Context: an optimization exercise on an open-source flow, tuned for a short achievable clock period and few clock cycles. The choices shown serve that exercise and are no tape-out recipe.
Function was checked by simulation only, so behaviour that the tests miss may differ from the original.
Power and IR drop assume default switching activity.

## ALU
module ALU #(
    parameter DATA_W = 32
)
(
    input                       i_clk,    
    input                       i_rst_n,  
    input                       i_valid,  
    input [DATA_W - 1 : 0]      i_A,      
    input [DATA_W - 1 : 0]      i_B,      
    input [         2 : 0]      i_inst,   
    output [2*DATA_W - 1 : 0]   o_data,   
    output                      o_done    
);
Size in the first run: ~610 flip-flops, roughly 90000 sq um of cells after synthesis.
Settings: LEC_CHECK=0, CAP_MARGIN=20, CORE_MARGIN=2, CORE_UTILIZATION=35, SLEW_MARGIN=20; clock period 10.0 ns.
standard.sh (not shown) runs the stock make flow with config.mk's settings and CLKGATE_MAP_FILE= SYNTH_SCRIPT=/design/flow/synth_recipe.tcl, a recipe that flattens the netlist after the stock synthesis.
==> flow/flow/run.sh <==
#!/bin/bash
# The standard layout (standard.sh) with these changes:
#  - synthesis maps with a delay-oriented ABC script (flow/abc_fast.script) instead of
#    ORFS's abc_speed script; everything else in synth_recipe.tcl is kept as is
#  - full adders are left to ABC (no extract_fa / adder cell map); registers are unchanged
#  - port buffers are buf_4 cells rather than the default delay-cell choice
set -uo pipefail
W=$PWD
M=${MARGIN:-6}
{
  echo 'proc synth {args} { yosys synth -nofsm -noshare {*}$args }'
  echo "proc abc {args} { set i [lsearch \$args -script]; if {\$i >= 0} { lset args [expr {\$i+1}] $W/flow/abc_fast.script }; yosys abc {*}\$args }"
  tail -n +2 synth_recipe.tcl
} > my_synth.tcl
sed "s#SYNTH_SCRIPT=[^ ]*#SYNTH_SCRIPT=$W/my_synth.tcl#" standard.sh > my_standard.sh
K="SETUP_SLACK_MARGIN=$M TNS_END_PERCENT=10"
BP="BUFFER_PORTS_ARGS=-buffer_cell sky130_fd_sc_hd__buf_4"
bash my_standard.sh ADDER_MAP_FILE= synth > log_synth.txt 2>&1 || exit 1
bash my_standard.sh $K "$BP" floorplan > log_floorplan.txt 2>&1 || exit 1
bash my_standard.sh $K "$BP" place > log_place.txt 2>&1 || exit 1
bash my_standard.sh $K "$BP" cts > log_cts.txt 2>&1 || exit 1
bash my_standard.sh $K "$BP" route > log_route.txt 2>&1 || exit 1
bash my_standard.sh $K "$BP" finish > log_finish.txt 2>&1 || exit 1
test -f out/final.def
==> flow/flow/abc_fast.script <==
strash
&get -n
&st
&if -g -K 6
&st
&if -g -K 6
&st
&put
dch -f
map -D 1000
topo
stime -c
buffer -c
upsize -c
dnsize -c
The starting point finished clean.
Testbench counts at the start, summed over its fixed seeds: cycles 7,423.
Change:
--- a/flow/design.v
+++ b/flow/design.v
@@ -13,25 +13,27 @@
 );
 reg  [63:0] dout;        
 reg         done;
 reg         mul_pend;
 reg         div_act;
 reg  [3:0]  div_cnt;
 reg  [64:0] dw;          
 reg  [31:0] div_b1;
 reg  [33:0] div_b3;
 reg  [34:0] div_b5, div_b7;
 reg         sat_q;       
 reg         sat_neg;     
-assign o_data = {dout[63:32], sat_q ? {sat_neg, {31{~sat_neg}}} : dout[31:0]};
+reg         div_q;
+assign o_data = div_q ? {dw[64:33], dw[31:0]}
+                      : {dout[63:32], sat_q ? {sat_neg, {31{~sat_neg}}} : dout[31:0]};
 assign o_done = done;
 wire bo0, bt0, bn0;
 assign bo0 = i_B[0] ^ 1'b0;
 assign bt0 = (i_B[1] & ~i_B[0] & ~1'b0) | (~i_B[1] & i_B[0] & 1'b0);
 assign bn0 = i_B[1] & ~(i_B[0] & 1'b0);
 wire pp0_0 = ((bo0 & i_A[0]) | (bt0 & 1'b0)) ^ bn0;
 wire pp0_1 = ((bo0 & i_A[1]) | (bt0 & i_A[0])) ^ bn0;
 wire pp0_2 = ((bo0 & i_A[2]) | (bt0 & i_A[1])) ^ bn0;
 wire pp0_3 = ((bo0 & i_A[3]) | (bt0 & i_A[2])) ^ bn0;
 wire pp0_4 = ((bo0 & i_A[4]) | (bt0 & i_A[3])) ^ bn0;
 wire pp0_5 = ((bo0 & i_A[5]) | (bt0 & i_A[4])) ^ bn0;
 wire pp0_6 = ((bo0 & i_A[6]) | (bt0 & i_A[5])) ^ bn0;
@@ -3169,29 +3171,29 @@
 wire [2:0]  dq;
 div_r8 u_st (.r(dw[64:33]), .t(dw[32:30]), .b1(div_b1), .b3(div_b3), .b5(div_b5), .b7(div_b7),
              .r_o(dr), .q(dq));
 wire [64:0] dw_next = {dr, dw[29:0], dq};
 wire [34:0] bx = {3'b0, i_B};
 wire [33:0] m3 = bx[33:0] + {bx[32:0], 1'b0};
 wire [34:0] m5 = bx + {bx[32:0], 2'b0};
 wire [34:0] m7 = {bx[31:0], 3'b0} - bx;
 wire div_start = i_valid & (i_inst == 3'd7) & ~div_triv;
 always @(posedge i_clk) begin
     sat_q   <= i_valid & ((i_inst == 3'd0 & add_ovf) | (i_inst == 3'd1 & sub_ovf));
     sat_neg <= i_A[31];
+    div_q   <= div_act & (div_cnt == 4'd1);
 end
 always @(posedge i_clk) begin
-    if (i_valid)       dout <= valid_res;
-    else if (mul_pend) dout <= prod;
-    else               dout <= {dw_next[64:33], dw_next[31:0]};
+    if (i_valid) dout <= valid_res;
+    else         dout <= prod;
 end
 always @(posedge i_clk) begin
     dw <= i_valid ? div_init : dw_next;
 end
 always @(posedge i_clk) begin
     if (i_valid) begin
         div_b1  <= i_B;
         div_b3  <= m3;
         div_b5  <= m5;
         div_b7  <= m7;
         div_cnt <= div_c;
     end else if (div_act) begin
What happened:
- sequential share of layout area rose by 1.0 points
- die area fell by 3.0%
- global-route usage fell by 5.8 points
- cell area fell by 7.5%
- setup slack got worse by 0.31 ns
- via count fell by 8.1%
- flip-flop and latch count rose by 1
- synthesized area fell by 3.0%
- critical path depth fell by 5
- routed wire length fell by 15%
- combinational power fell by 15%
- register-to-register slack got worse by 0.16 ns
- clock-buffer cell count stays the same
Testbench counts after the change, summed over its fixed seeds: cycles 7,423.

==> what the ideal ports hide <==
The results above use ideal ports. As a check the final layouts listed here were re-extracted and re-timed, cells and wires unchanged.
Step 1 assumes that a clkbuf_16 drives the clock port and a buf_2 every other input.
Step 2 adds t to the input delays and takes it off the output delays; t is the mean of the earliest and latest rising clock arrival at the registers after step 1. Input paths then give back, and output paths get back, about the clock's delay inside the block.
Three values: ideal ports, drivers, drivers and shift; two values: the first two.
run | t (ns) | setup WS [ns] | latest minus earliest clock arrival (ns)
the first run | 0.855 | 5.675 / 5.619 / 4.764 | 0.112 / 0.112
the second run | 0.881 | 5.366 / 5.267 / 4.425 | 0.065 / 0.065
After both steps every run listed still meets setup and hold. For the second run, which loses most, drivers alone change the setup slack by -0.099 ns; drivers and shift together by -0.941 ns.
